Context: an optimization exercise on an open-source flow, tuned for small area and a short achievable clock period. The choices shown serve that exercise and are no tape-out recipe. Function was checked by simulation only, so behaviour that the tests miss may differ from the original. Power is estimated from default activity; no workload was simulated.

<file path="flow/config.mk">
export PLATFORM = sky130hd
export DESIGN_NAME = mips_single
export DESIGN_NICKNAME = mips_single
export VERILOG_FILES = /design/flow/design.v
export SDC_FILE = /design/flow/constraint.sdc
export NUM_CORES = 4
export LEC_CHECK = 0
export CAP_MARGIN = 10
export CORE_MARGIN = 2
export CORE_UTILIZATION = 60
export CTS_CLUSTER_DIAMETER = 100
export CTS_CLUSTER_SIZE = 24
export SLEW_MARGIN = 10
export SYNTH_HIERARCHICAL = 1
</file>
<file path="flow/design.v">
module mips_single( clk, rst, imem_addr, imem_rdata, dmem_addr, dmem_wdata, dmem_we, dmem_re, dmem_rdata );
	input clk, rst;
	output [31:0] imem_addr;
	input  [31:0] imem_rdata;
	output [31:0] dmem_addr, dmem_wdata;
	output dmem_we, dmem_re;
	input  [31:0] dmem_rdata;
	reg [31:2] pc;                  
	reg [31:2] pc4_d;               
	reg [31:0] ins_d;               
	reg [3:0]  s1h_d, s2h_d;        
	reg [7:0]  s1l_d, s2l_d;        
	reg        v_d;                 
	reg [31:0] a_e, b_e;            
	reg [15:0] imm_e;               
	reg [4:0]  wn_e;                
	reg        we_e, mr_e, mw_e;    
	reg        madd_e;              
	reg        isimm_e, inv_e;      
	reg [2:0]  rsel_e;              
	reg [31:0] alu_m, sd_m;         
	reg [4:0]  wn_m;
	reg        we_m, mr_m, mw_m;
	reg        ld_m;                
	reg        dwe;                 
	reg [31:0] wd_w;                
	reg [4:0]  wn_w;
	reg        we_w;
	reg [63:0] hilo;                
	reg        hz;                  
	reg [4:0]  cnt;                 
	reg [5:0]  stl;                 
	reg        fin;                 
	reg        ya;                  
	reg        yh;                  
	reg        sb;                  
	reg        sl;                  
	reg [31:0] rf [31:1];
	wire [31:2] pc4f = pc + 30'd1;
	wire [5:0] op = ins_d[31:26];
	wire [4:0] rt = ins_d[20:16];
	wire [4:0] rd = ins_d[15:11];
	wire [5:0] fn = ins_d[5:0];
	wire [31:0] rd1, rd2;
	wire [31:1] sel1, sel2;
	genvar gi, gb;
	generate
		for (gi = 1; gi < 32; gi = gi + 1) begin : g_sel
			assign sel1[gi] = s1h_d[gi / 8] & s1l_d[gi % 8];
			assign sel2[gi] = s2h_d[gi / 8] & s2l_d[gi % 8];
		end
		for (gb = 0; gb < 32; gb = gb + 1) begin : g_rd
			wire [31:1] col;
			for (gi = 1; gi < 32; gi = gi + 1) begin : g_col
				assign col[gi] = rf[gi][gb];
			end
			rf_rdbit u1 (.d(col), .s(sel1), .y(rd1[gb]));
			rf_rdbit u2 (.d(col), .s(sel2), .y(rd2[gb]));
		end
	endgenerate
	wire rtyp   = (op == 6'd0) | (op == 6'd28);    
	wire i_addi = (op == 6'd9);
	wire i_lw   = (op == 6'd35);
	wire i_sw   = (op == 6'd43);
	wire i_beq  = (op == 6'd4);
	wire i_j    = (op == 6'd2);
	wire [4:0] wn_d = rtyp ? rd : rt;
	wire we_d  = v_d & (rtyp | i_addi | i_lw) & (wn_d != 5'd0);
	wire mul_d = v_d & rtyp & ~fn[5] & fn[0];
	wire mfhi_d = rtyp & ~fn[5] & fn[4] & ~fn[0] & ~fn[1];
	wire mflo_d = rtyp & ~fn[5] & fn[4] & ~fn[0] &  fn[1];
	reg [2:0] rsel_d;
	always @(*) begin
		if (!rtyp)        rsel_d = 3'd0;
		else if (fn[5]) begin
			if (fn[3])      rsel_d = 3'd1;
			else if (fn[2]) rsel_d = fn[0] ? 3'd3 : 3'd2;
			else            rsel_d = 3'd0;
		end
		else if (fn[4])   rsel_d = 3'd0;
		else              rsel_d = 3'd4;
	end
	wire inv_d = rtyp & fn[1] & fn[5];    
	wire taken = v_d & i_beq & (rd1 == rd2);
	wire jump  = v_d & i_j;
	wire [31:2] btgt = pc4_d + {{14{ins_d[15]}}, ins_d[15:0]};
	wire [31:2] jtgt = {2'b00, pc4f[31:28], ins_d[23:0]};
	wire [31:0] ain = (a_e & {32{ya}}) | (hilo[63:32] & {32{yh}});
	wire [31:0] bop = ({{16{imm_e[15]}}, imm_e} & {32{isimm_e}}) | (b_e & {32{sb}}) | (hilo[31:0] & {32{sl}});
	wire [32:0] sum;
	add32bk u_add( .a(ain), .b(bop ^ {32{inv_e}}), .ci(inv_e), .s(sum) );
	wire [31:0] srl = b_e >> imm_e[10:6];
	reg  [31:0] res;
	always @(*) begin
		case (rsel_e)
			3'd0: res = sum[31:0];
			3'd1: res = {31'd0, sum[31]};
			3'd2: res = a_e & b_e;
			3'd3: res = a_e | b_e;
			3'd4: res = srl;
			default: res = sum[31:0];
		endcase
	end
	wire last = &cnt;               
	wire stall = stl[0];
	wire hz_n = rst | (hz & ~fin);
	integer k;
	always @(posedge clk) begin
		for (k = 0; k < 6; k = k + 1)
			stl[k] <= ~rst & (stl[k] ? ~last : mul_d);
		fin <= ~rst & stall & last;
		ya  <= stall ? (~last & b_e[1]) : (mul_d ? rd2[0] : ~(mfhi_d | mflo_d));
		yh  <= stall ? (last & madd_e & ~hz) : (mfhi_d & ~hz_n);
		sb  <= ~stall & ~mul_d & ~mfhi_d & ~mflo_d & rtyp;
		sl  <= stall | (((mul_d & ~fn[4]) | mflo_d) & ~hz_n);
		hz  <= hz_n;
		dwe <= ~rst & (stall ? (mw_m & last) : (mw_e & ~mul_d));
		cnt <= (rst | ~stall) ? 5'd0 : cnt + 5'd1;
	end
	always @(posedge clk) begin
		if (rst) begin
			pc <= 30'd0;
		end else if (v_d & i_beq & (rd1 == rd2) & ~stl[1]) begin
			pc <= btgt;
		end else if (!stl[1]) begin
			pc <= jump ? jtgt : pc4f;
		end
	end
	always @(posedge clk) begin
		if (rst) begin
			v_d <= 1'b0;
			we_e <= 1'b0; mr_e <= 1'b0; mw_e <= 1'b0;
			we_m <= 1'b0; mr_m <= 1'b0; mw_m <= 1'b0; ld_m <= 1'b0;
			we_w <= 1'b0;
		end else if (!stl[2]) begin
			v_d <= 1'b1;
			we_e <= we_d; mr_e <= v_d & i_lw; mw_e <= v_d & i_sw;
			we_m <= we_e; mr_m <= mr_e; mw_m <= mw_e; ld_m <= mr_e & we_e;
			we_w <= we_m;
		end
	end
	always @(posedge clk) begin
		if (!stl[1]) begin
			pc4_d <= pc4f;
			ins_d <= imem_rdata;
		end
	end
	always @(posedge clk) begin
		if (rst) begin
			s1h_d <= 4'd0; s1l_d <= 8'd0; s2h_d <= 4'd0; s2l_d <= 8'd0;
		end else if (!stl[1]) begin
			s1h_d <= 4'b0001 << imem_rdata[25:24];
			s1l_d <= 8'b00000001 << imem_rdata[23:21];
			s2h_d <= 4'b0001 << imem_rdata[20:19];
			s2l_d <= 8'b00000001 << imem_rdata[18:16];
		end
	end
	always @(posedge clk) begin
		if (!stl[3]) begin
			a_e <= rd1;
			madd_e <= ~fn[4];
			isimm_e <= ~rtyp;
			inv_e <= inv_d;
			rsel_e <= rsel_d;
		end
	end
	always @(posedge clk) begin
		imm_e <= ins_d[15:0];
		wn_e <= wn_d;
	end
	always @(posedge clk) begin
		if (stl[3])
			b_e <= {sum[0], b_e[31:1]};
		else
			b_e <= rd2;
	end
	always @(posedge clk) begin
		if (!stl[4]) begin
			wn_m <= wn_e;
			wd_w <= ld_m ? dmem_rdata : alu_m;
			wn_w <= wn_m;
		end
	end
	always @(posedge clk) begin
		if (stl[5])
			hilo[31:0] <= sum[32:1];
		else if (fin)
			hilo <= {sum[31:0], b_e};
	end
	always @(posedge clk) begin
		if (rst) begin
			alu_m <= 32'd0;
			sd_m <= 32'd0;
		end else if (!stl[4]) begin
			alu_m <= res;
			sd_m <= b_e;
		end
	end
	always @(posedge clk) begin
		if (we_w & ~stl[5])
			rf[wn_w] <= wd_w;
	end
	assign imem_addr  = {pc, 2'b00};
	assign dmem_addr  = alu_m;
	assign dmem_wdata = sd_m;
	assign dmem_we    = dwe;
	assign dmem_re    = mr_m;
endmodule
module rf_rdbit( d, s, y );
	input  [31:1] d, s;
	output y;
	wire [10:0] n;
	genvar k;
	generate
		for (k = 0; k < 10; k = k + 1) begin : g_aoi
			aoi222 u( .a0(d[3*k+1]), .s0(s[3*k+1]), .a1(d[3*k+2]), .s1(s[3*k+2]),
			          .a2(d[3*k+3]), .s2(s[3*k+3]), .y(n[k]) );
		end
	endgenerate
	assign n[10] = ~(d[31] & s[31]);
	assign y = ~&n;
endmodule
module aoi222( a0, s0, a1, s1, a2, s2, y );
	input  a0, s0, a1, s1, a2, s2;
	output y;
	assign y = ~((a0 & s0) | (a1 & s1) | (a2 & s2));
endmodule
module add32bk( a, b, ci, s );
	input  [31:0] a, b;
	input         ci;
	output [32:0] s;
	wire [31:0] p0 = a ^ b;
	wire [31:0] g0 = a & b;
	wire [31:0] g = {g0[31:1], g0[0] | (p0[0] & ci)};
	wire [31:0] p = p0;
	wire [31:0] g1, p1, g2, p2, g3, p3, g4, p4, g5, p5;
	genvar i;
	generate
		for (i = 0; i < 32; i = i + 1) begin : l1
			if (i % 2 == 1) begin : n
				assign g1[i] = g[i] | (p[i] & g[i-1]);
				assign p1[i] = p[i] & p[i-1];
			end else begin : c
				assign g1[i] = g[i]; assign p1[i] = p[i];
			end
		end
		for (i = 0; i < 32; i = i + 1) begin : l2
			if (i % 4 == 3) begin : n
				assign g2[i] = g1[i] | (p1[i] & g1[i-2]);
				assign p2[i] = p1[i] & p1[i-2];
			end else begin : c
				assign g2[i] = g1[i]; assign p2[i] = p1[i];
			end
		end
		for (i = 0; i < 32; i = i + 1) begin : l3
			if (i % 8 == 7) begin : n
				assign g3[i] = g2[i] | (p2[i] & g2[i-4]);
				assign p3[i] = p2[i] & p2[i-4];
			end else begin : c
				assign g3[i] = g2[i]; assign p3[i] = p2[i];
			end
		end
		for (i = 0; i < 32; i = i + 1) begin : l4
			if (i % 16 == 15) begin : n
				assign g4[i] = g3[i] | (p3[i] & g3[i-8]);
				assign p4[i] = p3[i] & p3[i-8];
			end else begin : c
				assign g4[i] = g3[i]; assign p4[i] = p3[i];
			end
		end
		for (i = 0; i < 32; i = i + 1) begin : l5
			if (i == 31) begin : n
				assign g5[i] = g4[i] | (p4[i] & g4[i-16]);
				assign p5[i] = p4[i] & p4[i-16];
			end else begin : c
				assign g5[i] = g4[i]; assign p5[i] = p4[i];
			end
		end
	endgenerate
	wire [31:0] c;
	assign c[31] = g5[31]; assign c[15] = g5[15]; assign c[7] = g5[7]; assign c[3] = g5[3];
	assign c[1] = g5[1]; assign c[0] = g5[0];
	assign c[23] = g5[23] | (p5[23] & c[15]);
	assign c[11] = g5[11] | (p5[11] & c[7]);
	assign c[19] = g5[19] | (p5[19] & c[15]);
	assign c[27] = g5[27] | (p5[27] & c[23]);
	generate
		for (i = 5; i < 32; i = i + 4) begin : d2
			assign c[i] = g5[i] | (p5[i] & c[i-2]);
		end
		for (i = 2; i < 32; i = i + 2) begin : d1
			assign c[i] = g[i] | (p[i] & c[i-1]);
		end
	endgenerate
	assign s[0] = p0[0] ^ ci;
	generate
		for (i = 1; i < 32; i = i + 1) begin : sm
			assign s[i] = p0[i] ^ c[i-1];
		end
	endgenerate
	assign s[32] = c[31];
endmodule
</file>
<file path="flow/flow/run.sh">
#!/bin/bash
# Own flow: the standard layout (standard synthesis unchanged, same constraints), with
#  - the timing repair steps asked to reach a setup margin, so that they size and buffer the
#    critical paths instead of stopping at the clock period;
#  - every input and output port still buffered, with buf_2 rather than the default delay cell.
# Each tool's log stays under orfs/logs here; make's own output goes to run_make.log.
set -euo pipefail
bash standard.sh SETUP_SLACK_MARGIN=11.5 "BUFFER_PORTS_ARGS=-buffer_cell sky130_fd_sc_hd__buf_2" finish > run_make.log 2>&1
</file>
<file path="flow/standard.sh">
#!/bin/bash
# synth_recipe.tcl (not shown) runs the flow's synth.tcl, then flattens the netlist and writes it again
# the make line also repeats each setting of config.mk as NAME=value (left out here)
make -C /OpenROAD-flow-scripts/flow DESIGN_CONFIG=/design/flow/config.mk WORK_HOME=/design/flow/orfs CLKGATE_MAP_FILE= SYNTH_SCRIPT=/design/flow/synth_recipe.tcl "${@:-finish}"
</file>
<file path="flow/constraint.sdc">
create_clock -name core_clock -period 16.0 [get_ports {clk}]
set_input_delay 3.2000 -clock core_clock [delete_from_list [all_inputs] [get_ports {clk}]]
set_output_delay 3.2000 -clock core_clock [all_outputs]
set_load 0.01 [all_outputs]
</file>
==> results of run 1 <==
layout make-up:
cell class              count  area, um2  area share
well taps                1287       1610      0.0246
multi-input cells        2347      19600       0.299
clock buffers              94       1850      0.0283
repair buffers            305       1990      0.0305
clock inverters             7       81.3     0.00124
flip-flops and latches   1394      40000       0.611
inverters                  74        283     0.00433
diodes                      2       5.00   0.0000766
per-stage QoR:
stage | cells | worst slack (ps) | total power [mW] | util
final | 5510 | 11460 | 6.79 | 0.663
after CTS | 5494 | 11490 | 6.77 | 0.660
after detailed placement | 5387 | 10780 | 4.86 | 0.639
after global placement | 5387 | 10800 | 4.84 | 0.639
after global routing | 5508 | 11420 | 6.95 | 0.663
after floorplan | 3953 | 11770 | 4.57 | -
layer usage:
| metal | wire length, um | track usage |
|---|---|---|
| met5 | 64 | 0 |
| met4 | 11300 | 0.192 |
| met3 | 28600 | 0.109 |
| met2 | 94200 | 0.614 |
| met1 | 71400 | 0.508 |
modules after synthesis (local to each module, per instance):
module,times used,cell area [um2]
aoi222,640,10.0
mips_single,1,50300
rf_rdbit,64,27.5
add32bk,1,1390
synth_stat cells, types with 30 or more instances:
master / n
dfxtp_1: 198
nand4_1: 153
nor3_1: 39
nand3_1: 30
edfxtp_1: 1196
and2_1: 72
a22o_1: 32
clkbuf_1: 105
nor2_1: 174
a221oi_1: 90
xor2_1: 31
a2111o_1: 64
nand2_1: 193
ha_1: 62
mux2i_1: 61
a21oi_1: 87
a222oi_1: 655
mux2_2: 96
o21ai_0: 68
inv_1: 74
xnor2_1: 92
worst max-delay path: cells and delay by family, from the launching register on:
| kind | cells | cell delay, ps |
|---|---|---|
| simple gates | 6 | 1650 |
| compound gates | 4 | 1460 |
| xor+xnor | 1 | 360 |
| flops | 1 | 430 |
| buf+inv | 2 | 490 |
power by group:
part | leakage, nW | total, mW | internal [mW] | switching [mW]
registers | 12.9 | 4.32 | 4.11 | 0.206
logic | 8.68 | 0.510 | 0.194 | 0.315
clock network | 0.938 | 1.97 | 0.823 | 1.14
repair_timing:
item                       in CTS  in global routing
setup buffers                   6                 11
setup endpoints to repair      64                 45
pin swaps                       3                 27
hold buffers                    0                  0
resized for setup              45                 50
path summary, 6_finish.rpt:
kind	to	slack (ps)
min reg2reg	wn_m[4]$_DFFE_PN_	420
max	pc[31]$_SDFFE_PP0P_	11460
max reg2reg	pc[31]$_SDFFE_PP0P_	11460
min	wn_m[4]$_DFFE_PN_	420
state kept, by name, summed over array words and instances (netlist names), 16 cells and up:
register and flops:
a_e 32, alu_m 32, b_e 32, hilo 64
imm_e 16, ins_d 30, pc 30, pc4_d 30
rf 992, sd_m 32, wd_w 32
kinds of logic (layout without fill, tap and decap cells):
kind of cell               after synthesis  after routing  synth area share
adders and majority gates              109            109            0.0238
xor gates and xnor gates               124            124            0.0183
AOI/OAI and AO/OA                     1159           1159             0.174
muxes                                  181            181            0.0373
other                                    1              4         0.0000627
DFF                                   1394           1394             0.666
and+or+nand+nor                        772            772            0.0663
buffers and inverters                  212            480            0.0137
==> flow_summary.json, run 1 <==
{
  "status": "finished clean",
  "start_kind": "flop",
  "syn2layout_area_growth_pct": 9.18,
  "die_area_mm2": 0.102,
  "cts_max_path_buffers": 3,
  "synth-edff-count": 1196,
  "setup_viol": 0,
  "critical_path.most_common_cell": "nand4_1",
  "clk_pin_slew_worst_paths_ps": 100,
  "hp-start": "wn_e[4]$_DFF_P_",
  "criticalPathCategory": "reg2reg",
  "synth_area_mm2": 0.0599,
  "ir_worst_vdd_v": 0.0000970,
  "grt-ovfl-total": 0,
  "final-hold-violation-count": 0,
  "holdWs_ps": 416,
  "tightest_slew_ps": 1310,
  "drt-initial-drc-count": 9322,
  "final_cell_mix": "edfxtp_1 (1,196), a222oi_1 (655), nand2_1 (193), buf_2 (160), dfxtp_1 (154)",
  "cp_data_arrival_time_ps": 5160,
  "clock_skew_ps": 31.8,
  "yosysWarnings": 7,
  "rsz0062_at_grt": "false",
  "num_vias": 44300,
  "drt-pass1-iter-count": 15,
  "final_common_cell": "edfxtp_1",
  "nNetsFinal": 4336,
  "leakagePower_nw": 22.5,
  "drive_above_1_share": 0.152,
  "r2r-start": "s2h_d[2]$_SDFFE_PP0N_",
  "cts_tree": "done",
  "grt_max_degree": 84,
  "cp_slowest_cell": "a2111o_1",
  "crit_path_end_kind": "flop",
  "required_ps": 16620,
  "post-route-period-util": 0.284,
  "critical_path.max_stage_delay_ps": 540,
  "num-fill-cells": 6953,
  "core_area_mm2": 0.0986,
  "syn_avg_cell_area_um2": 15.1,
  "place_area_mm2": 0.0629,
  "start_util": 0.607,
  "drv_slew": 0,
  "yosys-top-cells-area": "edfxtp_1 (60%), a222oi_1 (11%), dfxtp_1 (6.6%)",
  "grt_pass1_wl_mm": 293,
  "rr_worst_depth": 13,
  "grt_pass1_vias": 43100,
  "synth-async-reset-ratio": 0,
  "numCtsBuffers": 68,
  "cp_max_fo": 32,
  "dp_hpwl_mm": 129,
  "slew_headroom": 0.124,
  "viasPerCell": 8.04,
  "h-tree-depth": 3,
  "drc": 0,
  "yosys.area.top_type": "edfxtp_1",
  "antenna_left": 0,
  "dieHeight_um": 320,
  "ios": 164,
  "cts_root_buffer": "clkbuf_16",
  "clkLatencyLatePin_ps": 700,
  "design_area_mm2": 0.0654,
  "cts_sinks": 1394,
  "place_congestion": 1.01,
  "rows": 115,
  "yosys.area.top_type_share": 0.600,
  "wl_mm": 206,
  "synth_ff_type": "edfxtp_1",
  "worstPathCellList": "and2_1 > buf_4 > a222oi_1 > nand4_1 > a2111o_1 > xnor2_2 > nand4_1 > nor4_1 > and4_2 > buf_12 > a211oi_1 > a2111oi_2 > and3_1",
  "max_freq_ghz": 0.220,
  "period_minus_slack_ps": 4540,
  "setup_tns_ps": 0,
  "maxCapViolCount": 0,
  "die_w_um": 320,
  "worstHoldPathCells": 0,
  "portBuffers": 161,
  "powerDensity_mw_per_mm2": 104,
  "ys_types": 88,
  "hold_path_class": "reg2reg",
  "avgRoutedWirePerCell_um": 37.3,
  "synthCells": 3952,
  "yosysSeqAreaShare": 0.666,
  "grt.total_usage": 0.392,
  "grt_antenna_before_repair": 5,
  "critical_path.startpoint": "s2h_d[2]$_SDFFE_PP0N_",
  "ys_seq_elements": 1394
}
==> run 2: changes to the inputs <==
--- a/flow/config.mk
+++ b/flow/config.mk
@@ -12,2 +12,3 @@
 export CTS_CLUSTER_SIZE = 24
+export PLACE_DENSITY = 0.7
 export SLEW_MARGIN = 10
==> run 2 against run 1 <==
Still clean on timing, DRC and antenna; register-to-register slack better by 60 ps; power is 0.12% lower; wire length is 2.6% lower; maximum frequency is 1.3% higher; synthesized cell count stayed put; sequential power hardly changed; first-iteration DRC count is 4.8% higher; count of clock-buffer cells in the layout is 2 higher; final cell count hardly changed; largest cell class unchanged; largest power group unchanged.
==> flow_summary.json, run 2 <==
{
  "clock_skew_ps": 23.4,
  "yosys-top-cells-area": "edfxtp_1 (60%), a222oi_1 (11%), dfxtp_1 (6.6%)",
  "whs_endpoint": "wn_m[4]$_DFFE_PN_",
  "place_area_mm2": 0.0630,
  "die_area_mm2": 0.102,
  "dp_hpwl_mm": 123,
  "synth-edff-count": 1196,
  "clkLatencyLatePin_ps": 700,
  "post-route-period-util": 0.280,
  "wl_mm": 200,
  "setup_tns_ps": 0,
  "antenna_left": 0,
  "num-fill-cells": 7022,
  "rr_worst_depth": 13,
  "syn_avg_cell_area_um2": 15.1,
  "ios": 164,
  "slew_headroom": 0.134,
  "start_kind": "flop",
  "clk_pin_slew_worst_paths_ps": 100,
  "h-tree-depth": 3,
  "cpLargestDelayFamily": "flip-flops",
  "worstPathCellList": "buf_2",
  "yosys.area.top_type": "edfxtp_1",
  "tightest_slew_ps": 1300,
  "largest_register": "rf",
  "ys_top_cells_by_count": "edfxtp_1 (1,196), a222oi_1 (655), dfxtp_1 (198), nand2_1 (193), nor2_1 (174)",
  "critical_path.max_stage_delay_ps": 420,
  "period_minus_slack_ps": 4480,
  "cts_root_buffer": "clkbuf_16",
  "p_total_mw": 6.79,
  "reg.largest.list": "rf (992), hilo (64)",
  "final_common_cell": "edfxtp_1",
  "worstHoldPathCells": 0,
  "max_freq_ghz": 0.223,
  "drc": 0,
  "ir_worst_vdd_v": 0.000114,
  "yosys.area.top_type_share": 0.600,
  "final-hold-violation-count": 0,
  "viasPerCell": 7.97,
  "start_util": 0.607,
  "cts_max_path_buffers": 3,
  "grt-ovfl-total": 0,
  "leakagePower_nw": 22.5,
  "yosysWarnings": 7,
  "place_congestion": 0.960,
  "cts_tree": "done",
  "crit_path_end_kind": "output pin",
  "synth_area_mm2": 0.0599,
  "r2r_setup_slack_ps": 11520,
  "die_w_um": 320,
  "portBuffers": 161,
  "required_ps": 12800,
  "dp_slack_ps": 10710,
  "hp-start": "wn_e[4]$_DFF_P_",
  "seqCellArea_mm2": 0.0400,
  "yosysMostFrequentCell": "edfxtp_1",
  "reg2reg_to": "pc[31]$_SDFFE_PP0P_",
  "fin_util": 0.662,
  "multiInputGateArea_mm2": 0.0196,
  "drt-initial-drc-count": 9765,
  "synthCells": 3952,
  "nNetsFinal": 4334,
  "finalWorstSetupSlack_ps": 11520,
  "cp_data_arrival_time_ps": 1280,
  "maxCapViolCount": 0,
  "design_area_mm2": 0.0653,
  "grt_pass1_vias": 42200,
  "drt-pass1-iter-count": 14,
  "cp_max_fo": 2,
  "yosysSeqAreaShare": 0.666,
  "grt_pass1_wl_mm": 286,
  "dieHeight_um": 320,
  "grt_max_degree": 80,
  "postCtsHoldBufs": 0,
  "cts_sinks": 1394,
  "powerDensity_mw_per_mm2": 104,
  "grt_antenna_before_repair": 3,
  "drive_above_1_share": 0.149,
  "hold_path_class": "reg2reg",
  "syn2layout_area_growth_pct": 9.07,
  "grt.total_usage": 0.383,
  "core_area_mm2": 0.0986,
  "synth-async-reset-ratio": 0,
  "r2r-start": "s1h_d[2]$_SDFFE_PP0N_",
  "synth_ff_type": "edfxtp_1",
  "ys_seq_elements": 1394,
  "numCtsBuffers": 68,
  "setup_viol": 0,
  "num_vias": 43900,
  "status": "finished clean",
  "ys_types": 88,
  "cp_slowest_cell": "dfxtp_1",
  "criticalPathCategory": "reg2out",
  "largest_reg_flops": 992,
  "drv_slew": 0,
  "avgRoutedWirePerCell_um": 36.3,
  "rows": 115,
  "rsz0062_at_grt": "false",
  "final_cell_mix": "edfxtp_1 (1,196), a222oi_1 (655), nand2_1 (193), buf_2 (160), nand4_1 (153)",
  "path_buf_inv": 1
}
[run 2: changes by cell type in the layout (fill, tap and decap cells not counted), sizes merged]
cell    before  now
diode        2    1
clkbuf      94   96
buf        305  303
inv         76   77
clkinv       4    5
[run 2: per-layer routing]
layer	GRT usage	wire [um]
met2	0.594	91300
met3	0.112	29200
met5	0.00236	21
met4	0.160	8980
met1	0.509	70600
[run 2: cells by family after synthesis]
family	count (synthesis)	share of synthesized area
AND/OR/NAND/NOR	772	0.0663
multiplexers	181	0.0373
buffers and inverters	212	0.0137
other	1	0.0000627
flip-flops	1394	0.666
XOR/XNOR	124	0.0183
AO/OA/AOI/OAI	1159	0.174
adder cells (fa/ha/maj)	109	0.0238
[run 2: stage by stage]
step                      hold slack (ps)  std cells
after floorplan                       374       3953
after global placement                393       5391
after detailed placement              399       5391
after CTS                             412       5502
after global routing                  417       5510
final                                 415       5511
[run 2: worst max path at each step]
stage,slack (ps),cells after the start,startpoint,to
after floorplan,11770,4,rst,alu_m[2]$_SDFFE_PP0N_
after global placement,10710,6,rst,pc[26]$_SDFFE_PP0P_
after detailed placement,10710,6,rst,pc[26]$_SDFFE_PP0P_
after CTS,11500,1,alu_m[13]$_SDFFE_PP0N_,dmem_addr[13]
after global routing,11490,13,s1h_d[2]$_SDFFE_PP0N_,pc[9]$_SDFFE_PP0P_
final,11520,1,alu_m[13]$_SDFFE_PP0N_,dmem_addr[13]
[run 2: where the power goes]
part / total [mW] / internal, mW / switching [mW] / leakage [nW]
clock network: 1.97 / 0.810 / 1.16 / 0.933
logic: 0.494 / 0.191 / 0.302 / 8.65
registers: 4.32 / 4.11 / 0.208 / 12.9
total: 6.79 / 5.11 / 1.67 / 22.5
[run 2: what timing repair did]
action                                  in CTS  in global routing
endpoints found under the setup margin      56                 49
setup buffers                                6                  8
hold endpoints to repair                     0                  0
resized for setup                           50                 40
pin swaps                                    3                 20
cloned                                       0                  0
[run 2: per-module statistics from Yosys, one instance, submodules excluded]
module | area [um2] | times used
rf_rdbit | 27.5 | 64
aoi222 | 10.0 | 640
add32bk | 1390 | 1
mips_single | 50300 | 1
[run 2: cell type report]
type,count,area share
clock inverter,9,0.00209
sequential,1394,0.612
antenna,1,0.0000383
timing repair buffer,303,0.0292
clock buffer,96,0.0277
multi-input combinational,2347,0.300
tap,1287,0.0247
inverter,74,0.00433
==> run 3: changes to the inputs <==
--- a/flow/config.mk
+++ b/flow/config.mk
@@ -9,6 +9,5 @@
 export CORE_MARGIN = 2
-export CORE_UTILIZATION = 60
+export CORE_UTILIZATION = 50
 export CTS_CLUSTER_DIAMETER = 100
 export CTS_CLUSTER_SIZE = 24
-export PLACE_DENSITY = 0.7
 export SLEW_MARGIN = 10
==> run 3 against run 2 <==
Highest routed layer unchanged; critical endpoint is now dmem_addr[4]; worst setup slack improved by 4.9 ps; maximum frequency up 0.11%; wire length rose by 5.3%; cell area grew 0.81%.
==> flow_summary.json, run 3 <==
{
  "status": "finished clean",
  "yosysSeqAreaShare": 0.666,
  "hp-start": "wn_e[0]$_DFF_P_",
  "numPlacedInstances": 5701,
  "grt_pass1_wl_mm": 295,
  "tightest_slew_ps": 1270,
  "cts_root_buffer": "clkbuf_16",
  "rr_worst_depth": 13,
  "ir_worst_vdd_v": 0.0000903,
  "antenna_left": 0,
  "yosys-top-cells-area": "edfxtp_1 (60%), a222oi_1 (11%), dfxtp_1 (6.6%)",
  "reg2reg_to": "pc[31]$_SDFFE_PP0P_",
  "setup_viol": 0,
  "cp_slowest_cell": "dfxtp_1",
  "clkLatencyLatePin_ps": 710,
  "rsz0062_at_grt": "false",
  "hold_path_class": "reg2reg",
  "clock_skew_ps": 40.0,
  "max_freq_ghz": 0.223,
  "start_kind": "flop",
  "crit_path_end_kind": "output pin",
  "whs_endpoint": "wn_m[0]$_DFFE_PN_",
  "wl_mm": 211,
  "reg.largest.list": "rf (992), hilo (64)",
  "yosys.area.top_type_share": 0.600,
  "powerDensity_mw_per_mm2": 104,
  "path_buf_inv": 1,
  "setup_tns_ps": 0,
  "r2r_setup_slack_ps": 11590,
  "required_ps": 12800,
  "final-hold-violation-count": 0,
  "grt_pass1_vias": 41100,
  "dp_hpwl_mm": 131,
  "critical_path.max_stage_delay_ps": 420,
  "synth-edff-count": 1196,
  "yosysMostFrequentCell": "edfxtp_1",
  "seqCellArea_mm2": 0.0400,
  "cp_max_fo": 2,
  "post-route-period-util": 0.280,
  "largest_register": "rf",
  "place_congestion": 0.979,
  "portBuffers": 161,
  "cts_tree": "done",
  "criticalPathCategory": "reg2out",
  "cp_data_arrival_time_ps": 1280,
  "synthCells": 3952,
  "start_util": 0.506,
  "ys_top_cells_by_count": "edfxtp_1 (1,196), a222oi_1 (655), dfxtp_1 (198), nand2_1 (193), nor2_1 (174)",
  "dieHeight_um": 350,
  "ys_types": 88,
  "maxCapViolCount": 0,
  "cts_sinks": 1394,
  "viasPerCell": 7.41,
  "synth-async-reset-ratio": 0,
  "slew_headroom": 0.155,
  "num_vias": 43200,
  "ios": 164,
  "drv_slew": 0,
  "postCtsHoldBufs": 0,
  "ys_seq_elements": 1394,
  "final_cell_mix": "edfxtp_1 (1,196), a222oi_1 (655), nand2_1 (193), buf_2 (159), nand4_1 (153)",
  "yosys.area.top_type": "edfxtp_1",
  "cts_max_path_buffers": 3,
  "drt-initial-drc-count": 8485,
  "drc": 0,
  "grt_max_degree": 64,
  "nNetsFinal": 4333,
  "multiInputGateArea_mm2": 0.0196,
  "final_common_cell": "edfxtp_1",
  "core_area_mm2": 0.118,
  "rows": 126,
  "largest_reg_flops": 992,
  "num-fill-cells": 9563,
  "drt-pass1-iter-count": 17,
  "drive_above_1_share": 0.150,
  "h-tree-depth": 3,
  "clk_pin_slew_worst_paths_ps": 100,
  "syn2layout_area_growth_pct": 9.95,
  "worstPathCellList": "buf_2",
  "r2r-start": "s1h_d[1]$_SDFFE_PP0N_",
  "fin_cells": 5833,
  "period_minus_slack_ps": 4480,
  "worstHoldPathCells": 0,
  "cpLargestDelayFamily": "flip-flops",
  "critical_path.startpoint": "alu_m[4]$_SDFFE_PP0N_",
  "numCtsBuffers": 69,
  "holdWs_ps": 403,
  "grt-ovfl-total": 0,
  "die_w_um": 350,
  "grt_antenna_before_repair": 9,
  "synth_area_mm2": 0.0599,
  "die_area_mm2": 0.122,
  "leakagePower_nw": 22.5,
  "synth_ff_type": "edfxtp_1",
  "avgRoutedWirePerCell_um": 36.1,
  "syn_avg_cell_area_um2": 15.1,
  "yosysWarnings": 7,
  "grt.total_usage": 0.335
}
==> run 3: cell count changes in the layout (fill, tap and decap cells not counted), sizes merged <==
cell      before  now
clkbuf        96  102
diode          1    5
buf          303  300
clkinv         5    7
clkinvlp       1    0
inv           77   78
==> run 3: kinds of logic (layout without fill, tap and decap cells) <==
group | after synthesis | in the layout | share of synthesized area
other | 1 | 7 | 0.0000627
XOR/XNOR | 124 | 124 | 0.0183
adder cells (fa/ha/maj) | 109 | 109 | 0.0238
buffers and inverters | 212 | 487 | 0.0137
AO/OA/AOI/OAI | 1159 | 1159 | 0.174
flip-flops | 1394 | 1394 | 0.666
multiplexers | 181 | 181 | 0.0373
AND/OR/NAND/NOR | 772 | 772 | 0.0663
==> run 3: through the flow <==
stage	area (um2)	total power, mW	util	setup slack (ps)
after floorplan	59900	4.57	-	11770
final	65800	6.83	0.556	11520
after global routing	65800	7.00	0.556	11490
after global placement	63300	4.86	0.535	10930
after CTS	65500	6.81	0.553	11500
after detailed placement	63300	4.86	0.535	10910
==> run 3: power by group <==
part           internal, mW  leakage (nW)  switching [mW]
Combinational         0.192          8.65           0.308
Clock                 0.831         0.956            1.17
Sequential             4.11          12.9           0.212
Total                  5.14          22.5            1.69
==> run 3: layout make-up <==
| type | instances | area share |
|---|---|---|
| clock buffers | 101 | 0.0284 |
| well taps | 1600 | 0.0304 |
| repair buffers | 301 | 0.0302 |
| multi-input cells | 2347 | 0.297 |
| flip-flops and latches | 1394 | 0.608 |
| clock inverters | 11 | 0.00167 |
| diodes | 5 | 0.000190 |
| inverters | 74 | 0.00424 |
==> run 3: layer usage <==
metal,global-route usage,vias up,routed length (um)
met5,0,-,55
met4,0.137,8,9390
met3,0.0893,527,26600
met2,0.524,3144,96200
met1,0.445,21600,78600
li1,-,17900,-
==> run 3: repair_timing <==
| action | 4_1_cts | 5_1_grt |
|---|---|---|
| pin swaps | 1 | 28 |
| setup buffers | 6 | 7 |
| resized for setup | 59 | 53 |
| hold endpoints to repair | 0 | 0 |
| setup endpoints to repair | 83 | 50 |
==> run 3: worst max path at each step <==
| stage | endpoint | slack [ps] | cells past startpoint |
|---|---|---|---|
| after floorplan | alu_m[2]$_SDFFE_PP0N_ | 11770 | 4 |
| after global placement | alu_m[9]$_SDFFE_PP0N_ | 10930 | 4 |
| after detailed placement | alu_m[9]$_SDFFE_PP0N_ | 10910 | 4 |
| after CTS | pc[22]$_SDFFE_PP0P_ | 11500 | 13 |
| after global routing | pc[20]$_SDFFE_PP0P_ | 11490 | 13 |
| final | dmem_addr[4] | 11520 | 1 |
==> run 3: modules after synthesis, one instance, submodules excluded <==
module | copies in the design | flops+latches | area, um2 | cells inside
rf_rdbit | 64 | 0 | 27.5 | 4
add32bk | 1 | 0 | 1390 | 155
mips_single | 1 | 1394 | 50300 | 2901
aoi222 | 640 | 0 | 10.0 | 1
==> run 4: changes to the inputs <==
--- a/flow/config.mk
+++ b/flow/config.mk
@@ -12,2 +12,3 @@
 export CTS_CLUSTER_SIZE = 24
+export PLACE_DENSITY = 0.7
 export SLEW_MARGIN = 10
==> run 4 against run 3 <==
Wire length down 5.4%; flip-flop and latch count stayed put; largest cell class unchanged; power fell by 0.24%; sequential share of layout area about the same; critical endpoint is now dmem_addr[15]; via count rose by 0.44%; die area unchanged; count of clock-buffer cells in the layout down 3; highest routed layer unchanged; combinational power shrank 4%.
==> flow_summary.json, run 4 <==
{
  "status": "finished clean",
  "cpLargestDelayFamily": "flip-flops",
  "cp_slowest_cell": "dfxtp_1",
  "post-route-period-util": 0.280,
  "wl_mm": 199,
  "start_util": 0.506,
  "max_freq_ghz": 0.223,
  "grt_max_degree": 73,
  "start_kind": "flop",
  "nNetsFinal": 4326,
  "rows": 126,
  "cts_max_path_buffers": 3,
  "hold_path_class": "reg2reg",
  "synthCells": 3952,
  "num-fill-cells": 9275,
  "fin_cells": 5817,
  "cts_root_buffer": "clkbuf_16",
  "dieHeight_um": 350,
  "yosysWarnings": 7,
  "clock_skew_ps": 29.2,
  "yosysSeqAreaShare": 0.666,
  "antenna_left": 0,
  "multiInputGateArea_mm2": 0.0196,
  "rr_worst_depth": 13,
  "rsz0062_at_grt": "true",
  "dp_hpwl_mm": 121,
  "criticalPathCategory": "reg2out",
  "largest_reg_flops": 992,
  "crit_path_end_kind": "output pin",
  "clk_pin_slew_worst_paths_ps": 110,
  "reg.largest.list": "rf (992), hilo (64)",
  "numCtsBuffers": 69,
  "drt-initial-drc-count": 10200,
  "grt-ovfl-total": 0,
  "drc": 0,
  "r2r_setup_slack_ps": 11560,
  "seqCellArea_mm2": 0.0400,
  "final_cell_mix": "edfxtp_1 (1,196), a222oi_1 (655), nand2_1 (193), buf_2 (160), dfxtp_1 (159)",
  "grt_pass1_vias": 41400,
  "viasPerCell": 7.46,
  "drt-pass1-iter-count": 14,
  "required_ps": 12800,
  "reg2reg_to": "pc[31]$_SDFFE_PP0P_",
  "setup_viol": 0,
  "yosys.area.top_type_share": 0.600,
  "avgRoutedWirePerCell_um": 34.3,
  "num_vias": 43400,
  "yosys-top-cells-area": "edfxtp_1 (60%), a222oi_1 (11%), dfxtp_1 (6.6%)",
  "ys_types": 88,
  "grt_pass1_wl_mm": 282,
  "critical_path.max_stage_delay_ps": 420,
  "syn_avg_cell_area_um2": 15.1,
  "leakagePower_nw": 22.5,
  "cp_max_fo": 3,
  "yosysMostFrequentCell": "edfxtp_1",
  "worstPathCellList": "buf_2",
  "slew_headroom": 0.152,
  "largest_register": "rf",
  "worstHoldPathCells": 0,
  "cp_data_arrival_time_ps": 1280,
  "synth-async-reset-ratio": 0,
  "r2r-start": "s2l_d[6]$_SDFFE_PP0N_",
  "core_area_mm2": 0.118,
  "hp-start": "wn_e[4]$_DFF_P_",
  "numPlacedInstances": 5693,
  "ir_worst_vdd_v": 0.0000716,
  "yosys.area.top_type": "edfxtp_1",
  "whs_endpoint": "wn_m[4]$_DFFE_PN_",
  "grt.total_usage": 0.315,
  "tightest_slew_ps": 1270,
  "path_buf_inv": 1,
  "ys_seq_elements": 1394,
  "final-hold-violation-count": 0,
  "cp.depth": 1,
  "ys_top_cells_by_count": "edfxtp_1 (1,196), a222oi_1 (655), dfxtp_1 (198), nand2_1 (193), nor2_1 (174)",
  "setup_tns_ps": 0,
  "ios": 164,
  "synth-edff-count": 1196,
  "period_minus_slack_ps": 4480,
  "synth_ff_type": "edfxtp_1",
  "die_area_mm2": 0.122,
  "grt_antenna_before_repair": 6,
  "syn2layout_area_growth_pct": 9.84,
  "final_common_cell": "edfxtp_1",
  "die_w_um": 350,
  "clkLatencyLatePin_ps": 700,
  "h-tree-depth": 3,
  "cts_sinks": 1394,
  "drive_above_1_share": 0.148,
  "cts_tree": "done",
  "synth_area_mm2": 0.0599,
  "place_congestion": 0.988,
  "maxCapViolCount": 0,
  "drv_slew": 0,
  "portBuffers": 161,
  "powerDensity_mw_per_mm2": 104
}
==> run 4: cell counts after synthesis <==
No cell type changed its count.
==> run 4: per-stage QoR <==
step	cell area, um2	hold slack (ps)	total power [mW]	util	worst slack [ps]
after floorplan	59900	374	4.57	-	11770
after global placement	63300	388	4.82	0.534	10860
after detailed placement	63300	389	4.83	0.534	10850
after CTS	65500	399	6.78	0.553	11500
after global routing	65700	429	6.97	0.555	11420
final	65700	406	6.81	0.555	11520
==> run 4: logic make-up after synthesis <==
logic type                 synth area share
AOI/OAI and AO/OA                     0.174
xor gates and xnor gates             0.0183
adders and majority gates            0.0238
buffers and inverters                0.0137
DFF                                   0.666
muxes                                0.0373
other                             0.0000627
and+or+nand+nor                      0.0663
==> run 4: repair_timing <==
| item | CTS | global route |
|---|---|---|
| setup endpoints to repair | 61 | 35 |
| setup buffers | 8 | 8 |
| hold buffers | 0 | 0 |
| pin swaps | 6 | 21 |
| gates resized for setup | 51 | 37 |
==> run 4: report_power, final <==
group	leakage, nW	internal (mW)	switching, mW
sequential	12.9	4.11	0.203
combinational	8.61	0.188	0.293
clock	0.991	0.856	1.16
==> run 4: worst max-delay path by stage <==
stage                                start                    end  slack, ps
global placement                       rst    pc[27]$_SDFFE_PP0P_      10860
finish              alu_m[15]$_SDFFE_PP0N_          dmem_addr[15]      11520
global route             isimm_e$_DFFE_PN_  alu_m[0]$_SDFFE_PP0N_      11420
floorplan                              rst  alu_m[2]$_SDFFE_PP0N_      11770
detailed placement                     rst    pc[27]$_SDFFE_PP0P_      10850
CTS                    pc[31]$_SDFFE_PP0P_          imem_addr[31]      11500
==> run 4: per-layer routing <==
layer / vias to the layer above / wire (um) / track usage
met4: 10 / 9040 / 0.145
met2: 3523 / 91100 / 0.492
met3: 569 / 28800 / 0.0857
met1: 21400 / 70300 / 0.411
met5: - / 78 / 0
li1: 17900 / - / -
==> run 4: Yosys stat by module, one instance, submodules excluded <==
module       cells inside  cell area [um2]
add32bk               155             1390
aoi222                  1             10.0
mips_single          2901            50300
rf_rdbit                4             27.5
==> run 4: cell type report <==
type,instances,area share
Tap cell,1600,0.0305
Clock buffer,98,0.0290
Timing Repair Buffer,294,0.0284
Antenna cell,1,0.0000381
Inverter,74,0.00430
Clock inverter,9,0.00219
Sequential cell,1394,0.608
Multi-Input combinational cell,2347,0.298
==> run 5: changes to the inputs <==
--- a/flow/config.mk
+++ b/flow/config.mk
@@ -9,6 +9,6 @@
 export CORE_MARGIN = 2
-export CORE_UTILIZATION = 50
+export CORE_UTILIZATION = 60
 export CTS_CLUSTER_DIAMETER = 100
 export CTS_CLUSTER_SIZE = 24
-export PLACE_DENSITY = 0.7
+export PLACE_DENSITY = 0.8
 export SLEW_MARGIN = 10
==> run 5 against run 4 <==
Still clean; core utilization rose by 11 points; die area is 16% lower; non-clock buffer count fell by 6; sequential power about the same; worst setup slack got worse by 69 ps; critical path depth is 12 higher; via count up 2.6%; global-route usage increased by 5.9 points; critical endpoint is now pc[31]$_SDFFE_PP0P_; largest power group unchanged.
==> flow_summary.json, run 5 <==
{
  "cts_sinks": 1394,
  "final_common_cell": "edfxtp_1",
  "hp-start": "wn_m[0]$_DFFE_PN_",
  "max_freq_ghz": 0.220,
  "num_vias": 44500,
  "dieHeight_um": 320,
  "yosys-top-cells-area": "edfxtp_1 (60%), a222oi_1 (11%), dfxtp_1 (6.6%)",
  "antenna_left": 0,
  "core_area_mm2": 0.0986,
  "clock_skew_ps": 35.3,
  "yosys.area_share.xor_xnor": 0.0183,
  "syn2layout_area_growth_pct": 8.98,
  "drc": 0,
  "avgRoutedWirePerCell_um": 36.0,
  "critical_path.most_common_cell": "nand4_1",
  "cts_max_path_buffers": 3,
  "critical_path.max_stage_delay_ps": 570,
  "synth-edff-count": 1196,
  "reg2reg_to": "pc[31]$_SDFFE_PP0P_",
  "final-hold-violation-count": 0,
  "syn_avg_cell_area_um2": 15.1,
  "wl_mm": 198,
  "yosys.area.top_type": "edfxtp_1",
  "slew_headroom": 0.174,
  "largest_register": "rf",
  "rr_worst_depth": 13,
  "maxCapViolCount": 0,
  "dp_hpwl_mm": 121,
  "portBuffers": 161,
  "synthMuxAreaShare": 0.0373,
  "yosysWarnings": 7,
  "holdWs_ps": 427,
  "clk_pin_slew_worst_paths_ps": 100,
  "cp_slowest_cell": "a2111o_1",
  "grt_pass1_wl_mm": 282,
  "rsz0062_at_grt": "false",
  "cts_tree": "done",
  "cts_root_buffer": "clkbuf_16",
  "nNetsFinal": 4319,
  "cp_max_fo": 32,
  "period_minus_slack_ps": 4550,
  "ios": 164,
  "post-route-period-util": 0.284,
  "ys_types": 88,
  "yosysMostFrequentCell": "edfxtp_1",
  "start_util": 0.607,
  "hold_path_class": "reg2reg",
  "start_kind": "flop",
  "drt-pass1-iter-count": 16,
  "largest_reg_flops": 992,
  "worstPathCellList": "and2_1 > buf_4 > a222oi_1 > nand4_1 > a2111o_1 > xnor2_2 > nand4_1 > nor4b_4 > and4_4 > buf_12 > nand3_1 > or3_1 > and3_1",
  "drv_slew": 0,
  "viasPerCell": 8.10,
  "setup_viol": 0,
  "yosys.area.top_type_share": 0.600,
  "grt_pass1_vias": 42700,
  "tightest_slew_ps": 1240,
  "grt.total_usage": 0.374,
  "synth_area_mm2": 0.0599,
  "ys_top_cells_by_count": "edfxtp_1 (1,196), a222oi_1 (655), dfxtp_1 (198), nand2_1 (193), nor2_1 (174)",
  "r2r-start": "s1h_d[2]$_SDFFE_PP0N_",
  "powerDensity_mw_per_mm2": 104,
  "required_ps": 16580,
  "numCtsBuffers": 68,
  "yosysSeqAreaShare": 0.666,
  "drive_above_1_share": 0.146,
  "synth-async-reset-ratio": 0,
  "synth_adder_area_share": 0.0238,
  "criticalPathCategory": "reg2reg",
  "reg.largest.list": "rf (992), hilo (64)",
  "num-fill-cells": 6732,
  "synth_compound_area_frac": 0.174,
  "drt-initial-drc-count": 11200,
  "synthCells": 3952,
  "grt_antenna_before_repair": 4,
  "ir_worst_vdd_v": 0.0000790,
  "r2r_setup_slack_ps": 11450,
  "die_w_um": 320,
  "grt-ovfl-total": 0,
  "status": "finished clean",
  "worstHoldPathCells": 0,
  "crit_path_end_kind": "flop",
  "synth_top_family_by_area": "compound AO/OA/AOI/OAI gates",
  "die_area_mm2": 0.102,
  "final_cell_mix": "edfxtp_1 (1,196), a222oi_1 (655), nand2_1 (193), dfxtp_1 (160), buf_2 (160)",
  "rows": 115,
  "synth_ff_type": "edfxtp_1",
  "grt_max_degree": 83,
  "clkLatencyLatePin_ps": 710,
  "ys_seq_elements": 1394,
  "setup_tns_ps": 0,
  "h-tree-depth": 3,
  "synthSimpleGateAreaFrac": 0.0663,
  "cp_data_arrival_time_ps": 5140,
  "place_congestion": 0.962,
  "whs_endpoint": "wn_w[0]$_DFFE_PN_",
  "leakagePower_nw": 22.4
}
## run 5: what timing repair did
action                                  CTS  global route
endpoints found under the setup margin   62            38
hold buffers                              0             0
gates resized for setup                  53            41
buffers inserted                          5             4
pin swaps                                 5            33
## run 5: layer usage
metal	track usage	wire, um	share of wire	vias to the layer above
met5	0	39	0.00020	-
met4	0.162	9220	0.047	6
met3	0.128	33300	0.17	737
met2	0.580	89500	0.45	4340
met1	0.481	65600	0.33	21600
li1	-	-	-	17900
## run 5: Yosys stat by module (local to each module, per instance)
module / flip-flops and latches / area, um2
aoi222: 0 / 10.0
mips_single: 1394 / 50300
add32bk: 0 / 1390
rf_rdbit: 0 / 27.5
## run 5: worst max-delay path by stage
stage | slack, ps | cells after the start | start | to
final | 11450 | 13 | s1h_d[2]$_SDFFE_PP0N_ | pc[31]$_SDFFE_PP0P_
after floorplan | 11770 | 4 | rst | alu_m[2]$_SDFFE_PP0N_
after detailed placement | 10900 | 5 | rst | pc[27]$_SDFFE_PP0P_
after global placement | 10910 | 5 | rst | pc[27]$_SDFFE_PP0P_
after global routing | 11470 | 13 | s1h_d[2]$_SDFFE_PP0N_ | pc[31]$_SDFFE_PP0P_
after CTS | 11500 | 13 | s1h_d[1]$_SDFFE_PP0N_ | pc[31]$_SDFFE_PP0P_
## run 5: through the flow
stage	instances	area [um2]	worst slack (ps)	power, mW	util
floorplan	3953	59900	11770	4.57	-
global placement	5381	62900	10910	4.81	0.638
detailed placement	5381	62900	10900	4.83	0.638
CTS	5489	65000	11500	6.71	0.659
global route	5493	65200	11470	6.90	0.662
finish	5495	65200	11450	6.77	0.662
## run 5: final cells by class
cell class,instances,area (um2),share of cell area
multi-input combinational,2347,19600,0.301
inverter,74,279,0.00428
tap,1287,1610,0.0247
antenna,2,5.00,0.0000767
clock inverter,9,126,0.00194
timing repair buffer,288,1830,0.0280
sequential,1394,40000,0.613
clock buffer,94,1820,0.0279
## run 5: where the power goes
group	switching, mW	internal [mW]	leakage (nW)
clock network	1.15	0.817	0.940
registers	0.205	4.11	12.9
logic	0.294	0.189	8.59
total	1.65	5.12	22.4
## run 5: kinds of logic after synthesis
kind of cell | after synthesis
adders and majority gates | 109
muxes | 181
other | 1
and+or+nand+nor | 772
AOI/OAI and AO/OA | 1159
DFF | 1394
xor gates and xnor gates | 124
buffers and inverters | 212
## run 5: critical path, delay by kind of cell (launching register included)
family	cells	cell delay, ps
buf+inv	2	470
compound gates	2	960
simple gates	8	2180
flops	1	410
xor+xnor	1	330
==> run 6: changes to the inputs <==
--- a/flow/config.mk
+++ b/flow/config.mk
@@ -9,6 +9,5 @@
 export CORE_MARGIN = 2
-export CORE_UTILIZATION = 60
+export CORE_UTILIZATION = 40
 export CTS_CLUSTER_DIAMETER = 100
 export CTS_CLUSTER_SIZE = 24
-export PLACE_DENSITY = 0.8
 export SLEW_MARGIN = 10
==> run 6 against run 5 <==
Non-clock buffer count rose by 27; maximum frequency increased by 1.6%; highest routed layer unchanged; combinational power rose by 2%; clock power is 4% higher; hold slack worse by 25 ps; wire length up 9.4%; area after synthesis stayed put; final cell count up 12%; still clean on timing, DRC and antenna; synthesized cell count unchanged; register-to-register slack improved by 100 ps.
==> flow_summary.json, run 6 <==
{
  "status": "finished clean",
  "grt.met3_usage": 0.0787,
  "clock_skew_ps": 48.2,
  "drive_above_1_share": 0.155,
  "leakagePower_nw": 22.6,
  "grt_pass1_wl_mm": 303,
  "period_minus_slack_ps": 4480,
  "grt_pass1_vias": 41700,
  "place_area_mm2": 0.0638,
  "p_total_mw": 6.84,
  "place_congestion": 0.943,
  "diodes": 0,
  "cpLargestDelayFamily": "flip-flops",
  "yosysSeqAreaShare": 0.666,
  "cp_slowest_cell": "dfxtp_4",
  "path_buf_inv": 1,
  "syn2layout_area_growth_pct": 10.9,
  "largest_register": "rf",
  "cts_max_path_buffers": 3,
  "ys_types": 88,
  "clk_pin_slew_worst_paths_ps": 100,
  "final_cell_mix": "edfxtp_1 (1,196), a222oi_1 (655), nand2_1 (193), buf_4 (154), nand4_1 (153)",
  "ys_top_cells_by_count": "edfxtp_1 (1,196), a222oi_1 (655), dfxtp_1 (198), nand2_1 (193), nor2_1 (174)",
  "max_freq_ghz": 0.223,
  "fin_util": 0.448,
  "grt_max_degree": 80,
  "reg.largest.list": "rf (992), hilo (64)",
  "synthMuxAreaShare": 0.0373,
  "cts_root_buffer": "clkbuf_16",
  "post-route-period-util": 0.280,
  "cts_tree": "done",
  "setup_viol": 0,
  "setup_tns_ps": 0,
  "nNetsFinal": 4347,
  "yosys.area_share.xor_xnor": 0.0183,
  "tightest_slew_ps": 1290,
  "yosysMostFrequentCell": "edfxtp_1",
  "powerDensity_mw_per_mm2": 103,
  "die_area_mm2": 0.153,
  "clkLatencyLatePin_ps": 720,
  "crit_path_end_kind": "output pin",
  "numCtsBuffers": 69,
  "h-tree-depth": 3,
  "synthCells": 3952,
  "avgRoutedWirePerCell_um": 35.1,
  "core_area_mm2": 0.148,
  "grt_antenna_before_repair": 8,
  "wl_mm": 216,
  "numPlacedInstances": 6033,
  "slew_headroom": 0.142,
  "synth_ff_type": "edfxtp_1",
  "use_met2": 0.426,
  "finalWorstSetupSlack_ps": 11520,
  "dieHeight_um": 391,
  "drv_slew": 0,
  "use_met1": 0.353,
  "synth_area_mm2": 0.0599,
  "criticalPathCategory": "reg2out",
  "fin_cells": 6170,
  "portBuffers": 161,
  "rsz0062_at_grt": "true",
  "yosys-top-cells-area": "edfxtp_1 (60%), a222oi_1 (11%), dfxtp_1 (6.6%)",
  "synth_adder_area_share": 0.0238,
  "yosysWarnings": 7,
  "viasPerCell": 7.09,
  "yosys.area.top_type": "edfxtp_1",
  "rows": 141,
  "num_vias": 43700,
  "hold_path_class": "reg2reg",
  "grt.total_usage": 0.273,
  "synth_top_family_by_area": "compound AO/OA/AOI/OAI gates",
  "ios": 164,
  "drt-initial-drc-count": 8561,
  "drc": 0,
  "maxCapViolCount": 0,
  "worstPathCellList": "buf_6",
  "holdWs_ps": 402,
  "syn_avg_cell_area_um2": 15.1,
  "start_kind": "flop",
  "synth_compound_area_frac": 0.174,
  "dp_slack_ps": 10650,
  "required_ps": 12800,
  "cp_data_arrival_time_ps": 1280,
  "grt-ovfl-total": 0,
  "start_util": 0.404,
  "dp_hpwl_mm": 131,
  "ir_worst_vdd_v": 0.0000760,
  "die_w_um": 391,
  "critical_path.max_stage_delay_ps": 450,
  "ys_seq_elements": 1394,
  "design_area_mm2": 0.0664,
  "final_common_cell": "edfxtp_1",
  "grt_most_used_layer": "met2",
  "synthSimpleGateAreaFrac": 0.0663,
  "cts_sinks": 1394,
  "synth-edff-count": 1196,
  "cp_max_fo": 2,
  "num-fill-cells": 13000,
  "largest_reg_flops": 992,
  "antenna_left": 0,
  "synth-async-reset-ratio": 0,
  "yosys.area.top_type_share": 0.600,
  "drt-pass1-iter-count": 13,
  "final-hold-violation-count": 0
}
[run 6: cell counts after synthesis]
No cell type changed its count.
[run 6: repair_timing]
item,CTS,global route
hold buffers,0,0
resized for setup,92,33
pin swaps,4,17
setup buffers,15,11
endpoints found under the setup margin,96,38
cloned,0,1
[run 6: cell type report]
class | instances | area [um2] | share of cell area
clock inverter | 14 | 215 | 0.00324
sequential | 1394 | 40000 | 0.603
timing repair buffer | 315 | 2070 | 0.0311
multi-input combinational | 2347 | 19600 | 0.295
inverter | 74 | 279 | 0.00420
clock buffer | 96 | 1830 | 0.0275
tap | 1930 | 2410 | 0.0364
[run 6: final timing paths]
check	cells past startpoint	startpoint	end	slack [ps]
setup / recovery	1	alu_m[19]$_SDFFE_PP0N_	dmem_addr[19]	11520
hold reg to reg	0	wn_e[3]$_DFF_P_	wn_m[3]$_DFFE_PN_	400
setup reg to reg	13	s2h_d[1]$_SDFFE_PP0N_	pc[22]$_SDFFE_PP0P_	11550
hold / removal	0	wn_e[3]$_DFF_P_	wn_m[3]$_DFFE_PN_	400
[run 6: worst register-to-register path, cell delays in order, from the launching register on]
cell      delay [ps]
dfxtp_1          410
and2_1           200
buf_4            310
a222oi_1         520
nand4_1          410
a2111o_1         490
xnor2_1          440
nand4_1          200
nor4_2           220
and4_4           350
nor2_2            70
buf_4            260
a221o_1          330
a21o_1           170
[run 6: power by group]
part / internal, mW / total, mW / switching (mW)
clock network: 0.828 / 2.03 / 1.20
logic: 0.192 / 0.492 / 0.301
registers: 4.11 / 4.32 / 0.210
total: 5.13 / 6.84 / 1.71
[run 6: cells by family after synthesis]
| kind of cell | after synthesis |
|---|---|
| AOI/OAI and AO/OA | 1159 |
| xor gates and xnor gates | 124 |
| adders and majority gates | 109 |
| buffers and inverters | 212 |
| DFF | 1394 |
| muxes | 181 |
| other | 1 |
| and+or+nand+nor | 772 |
[run 6: modules after synthesis (local to each module, per instance)]
module	cells	copies in the design
add32bk	155	1
aoi222	1	640
mips_single	2901	1
rf_rdbit	4	64
[run 6: per-layer routing]
| layer | vias to the layer above | wire length, um |
|---|---|---|
| li1 | 17900 | - |
| met2 | 3295 | 98300 |
| met1 | 22000 | 79100 |
| met5 | - | 90 |
| met4 | 8 | 9840 |
| met3 | 537 | 29000 |
==> run 7: changes to the inputs <==
--- a/flow/config.mk
+++ b/flow/config.mk
@@ -9,5 +9,6 @@
 export CORE_MARGIN = 2
-export CORE_UTILIZATION = 40
+export CORE_UTILIZATION = 50
 export CTS_CLUSTER_DIAMETER = 100
-export CTS_CLUSTER_SIZE = 24
+export CTS_CLUSTER_SIZE = 20
+export PLACE_DENSITY = 0.7
 export SLEW_MARGIN = 10
==> run 7 against run 6 <==
Critical path depth grew 12; worst setup slack lost 83 ps; core utilization grew 11 points; clock skew shrank 8.6 ps; critical path type is now reg2reg; critical endpoint is now pc[31]$_SDFFE_PP0P_; largest power group unchanged.
==> flow_summary.json, run 7 <==
{
  "critical_path.most_common_cell": "nand4_1",
  "core_area_mm2": 0.118,
  "syn_avg_cell_area_um2": 15.1,
  "final_cell_mix": "edfxtp_1 (1,196), a222oi_1 (655), nand2_1 (193), buf_2 (160), dfxtp_1 (156)",
  "path_buf_inv": 2,
  "dieHeight_um": 350,
  "h-tree-depth": 3,
  "clock_skew_ps": 39.6,
  "status": "finished clean",
  "start_kind": "flop",
  "leakagePower_nw": 22.6,
  "final-hold-violation-count": 0,
  "antenna_left": 0,
  "p_clk_frac": 0.310,
  "setup_tns_ps": 0,
  "cts_sinks": 1394,
  "rsz0062_at_grt": "true",
  "dp_hpwl_mm": 121,
  "pwr-share-seq": 0.620,
  "worstPathCellList": "and2_1 > buf_6 > a222oi_1 > nand4_1 > a2111o_1 > xnor2_4 > nand4_1 > nor4b_2 > and4_2 > buf_12 > a211oi_1 > a2111oi_2 > and3_1",
  "drc": 0,
  "setup_viol": 0,
  "grt-ovfl-total": 0,
  "numCtsBuffers": 80,
  "syn2layout_area_growth_pct": 10.3,
  "crit_path_end_kind": "flop",
  "hold_path_class": "reg2reg",
  "grt.total_usage": 0.316,
  "worstHoldPathCells": 0,
  "die_w_um": 350,
  "tightest_slew_ps": 1250,
  "yosys.area.top_type_share": 0.600,
  "drt-initial-drc-count": 9974,
  "cpLargestDelayFamily": "simple AND/OR/NAND/NOR gates",
  "die_area_mm2": 0.122,
  "diodes": 0,
  "ys_top_cells_by_count": "edfxtp_1 (1,196), a222oi_1 (655), dfxtp_1 (198), nand2_1 (193), nor2_1 (174)",
  "maxCapViolCount": 0,
  "drt-pass1-iter-count": 14,
  "ys_types": 88,
  "avgRoutedWirePerCell_um": 34.2,
  "ir_worst_vdd_v": 0.0000800,
  "combPwrFrac": 0.069,
  "fin_util": 0.558,
  "drive_above_1_share": 0.150,
  "intPower_mw": 5.27,
  "viasPerCell": 7.46,
  "start_util": 0.506,
  "largest_reg_flops": 992,
  "nNetsFinal": 4337,
  "rows": 126,
  "synth_area_mm2": 0.0599,
  "cp.depth": 13,
  "required_ps": 16640,
  "yosysWarnings": 7,
  "ys_seq_elements": 1394,
  "post-route-period-util": 0.285,
  "wl_mm": 200,
  "grt_pass1_vias": 41400,
  "place_congestion": 0.988,
  "postCtsHoldBufs": 0,
  "slew_headroom": 0.169,
  "num-fill-cells": 9254,
  "portBuffers": 161,
  "reg.largest.list": "rf (992), hilo (64)",
  "synth-edff-count": 1196,
  "clk_pin_slew_worst_paths_ps": 90,
  "max_freq_ghz": 0.219,
  "cts_max_path_buffers": 3,
  "cp_max_fo": 32,
  "numPlacedInstances": 5693,
  "yosys.area.top_type": "edfxtp_1",
  "critical_path.max_stage_delay_ps": 650,
  "powerDensity_mw_per_mm2": 105,
  "clkLatencyLatePin_ps": 710,
  "cts_root_buffer": "clkbuf_16",
  "rr_worst_depth": 13,
  "yosysSeqAreaShare": 0.666,
  "yosysMostFrequentCell": "edfxtp_1",
  "fin_cells": 5832,
  "sw_frac_of_total": 0.243,
  "cts_tree": "done",
  "yosys-top-cells-area": "edfxtp_1 (60%), a222oi_1 (11%), dfxtp_1 (6.6%)",
  "num_vias": 43500,
  "drv_slew": 0,
  "power.switching_mw": 1.69,
  "cp_data_arrival_time_ps": 5200,
  "synth_ff_type": "edfxtp_1",
  "largest_register": "rf",
  "synthCells": 3952,
  "grt_antenna_before_repair": 5,
  "criticalPathCategory": "reg2reg",
  "period_minus_slack_ps": 4560,
  "grt_max_degree": 73,
  "cp_slowest_cell": "a2111o_1",
  "final_common_cell": "edfxtp_1",
  "ios": 164,
  "synth-async-reset-ratio": 0,
  "grt_pass1_wl_mm": 283
}
[run 7: cell count changes in the layout (fill, tap and decap cells not counted), moves of 3 or more]
cell	before	now
clkinv_4	3	0
xnor2_2	4	7
dfxtp_2	20	29
buf_6	7	15
clkinv_8	3	0
buf_4	154	118
clkbuf_1	27	32
dfxtp_1	147	156
buf_2	150	160
dfxtp_4	31	13
clkbuf_16	70	81
xnor2_1	87	84
[run 7: area by class of cell]
| type | count | area (um2) | area share |
|---|---|---|---|
| timing repair buffer | 294 | 1880 | 0.0284 |
| tap | 1600 | 2000 | 0.0303 |
| clock buffer | 113 | 2150 | 0.0325 |
| multi-input combinational | 2347 | 19600 | 0.297 |
| sequential | 1394 | 40000 | 0.605 |
| inverter | 74 | 283 | 0.00428 |
| clock inverter | 10 | 185 | 0.00280 |
[run 7: logic make-up after synthesis]
family,after synthesis,share of synthesized area
DFF,1394,0.666
AOI/OAI and AO/OA,1159,0.174
and+or+nand+nor,772,0.0663
buffers and inverters,212,0.0137
muxes,181,0.0373
xor gates and xnor gates,124,0.0183
adders and majority gates,109,0.0238
other,1,0.0000627
[run 7: modules after synthesis (local to each module, per instance)]
module / copies in the design / cells / area (um2) / flip-flops and latches
add32bk: 1 / 155 / 1390 / 0
aoi222: 640 / 1 / 10.0 / 0
mips_single: 1 / 2901 / 50300 / 1394
rf_rdbit: 64 / 4 / 27.5 / 0
[run 7: stage by stage]
stage                     total power, mW  area, um2  hold WS (ps)  setup slack [ps]
after global placement               4.82      63300           388             10860
after CTS                            6.93      65800           392             11500
after floorplan                      4.57      59900           374             11770
final                                6.96      66000           395             11440
after global routing                 7.13      66000           414             11460
after detailed placement             4.83      63300           389             10850
[run 7: per-layer routing]
metal  vias up  part of all wire  track usage
met5         -           0.00024            0
met4         8             0.046        0.139
met3       582              0.15       0.0863
met2      3655              0.45        0.493
met1     21400              0.35        0.414
li1      17900                 -            -
[run 7: what timing repair did]
action,CTS,global route
pin swaps,5,22
buffers inserted,9,7
setup endpoints to repair,62,41
resized for setup,51,44
[run 7: power groups by stage]
stage          Sequential, mW  Clock (mW)  Combinational, mW
6_report                 4.32        2.16              0.481
5_1_grt                  4.33        2.29              0.509
4_1_cts                  4.30        2.17              0.457
3_5_place_dp             4.38           0              0.450
3_3_place_gp             4.38           0              0.446
2_1_floorplan            4.29           0              0.282
[run 7: worst paths after layout]
check | slack, ps | end | from
worst max-delay path | 11440 | pc[31]$_SDFFE_PP0P_ | s2h_d[1]$_SDFFE_PP0N_
worst min-delay path | 400 | wn_m[4]$_DFFE_PN_ | wn_e[4]$_DFF_P_
worst max register to register | 11440 | pc[31]$_SDFFE_PP0P_ | s2h_d[1]$_SDFFE_PP0N_
worst min register to register | 400 | wn_m[4]$_DFFE_PN_ | wn_e[4]$_DFF_P_

-- separate check: timing with driven ports --
In the flow no input, the clock included, has a driving cell. The finished layouts below were timed again as built, in two steps.
Step 1: set_driving_cell puts a clkbuf_16 on clk and a buf_2 on each other input, an assumption about the parent block.
Step 2 times the ports against the registers' clock, not the clock port: input delays grow and output delays shrink by t, the midpoint of the rising clock arrivals with the driver on.
a / b / c = no drivers / after step 1 / after step 2; a / b = the first two.
run | t (ns) | setup WS [ns] | worst slew at a driven data input, ns | cell pins on the clock port's net
run 1 | 0.764 | 11.461 / 11.426 / 11.069 | 0.06 | 1
run 2 | 0.758 | 11.519 / 11.447 / 10.996 | 0.07 | 1
run 3 | 0.762 | 11.524 / 11.449 / 10.869 | 0.08 | 1
run 4 | 0.762 | 11.518 / 11.441 / 10.914 | 0.06 | 1
run 5 | 0.759 | 11.449 / 11.449 / 10.842 | 0.05 | 1
run 6 | 0.786 | 11.522 / 11.438 / 10.854 | 0.07 | 1
run 7 | 0.766 | 11.439 / 11.439 / 10.890 | 0.07 | 1
After both steps setup and hold are still met in every run listed. The setup slack of run 6, which loses most, moves by -0.084 ns with the drivers and by -0.668 ns with both steps.
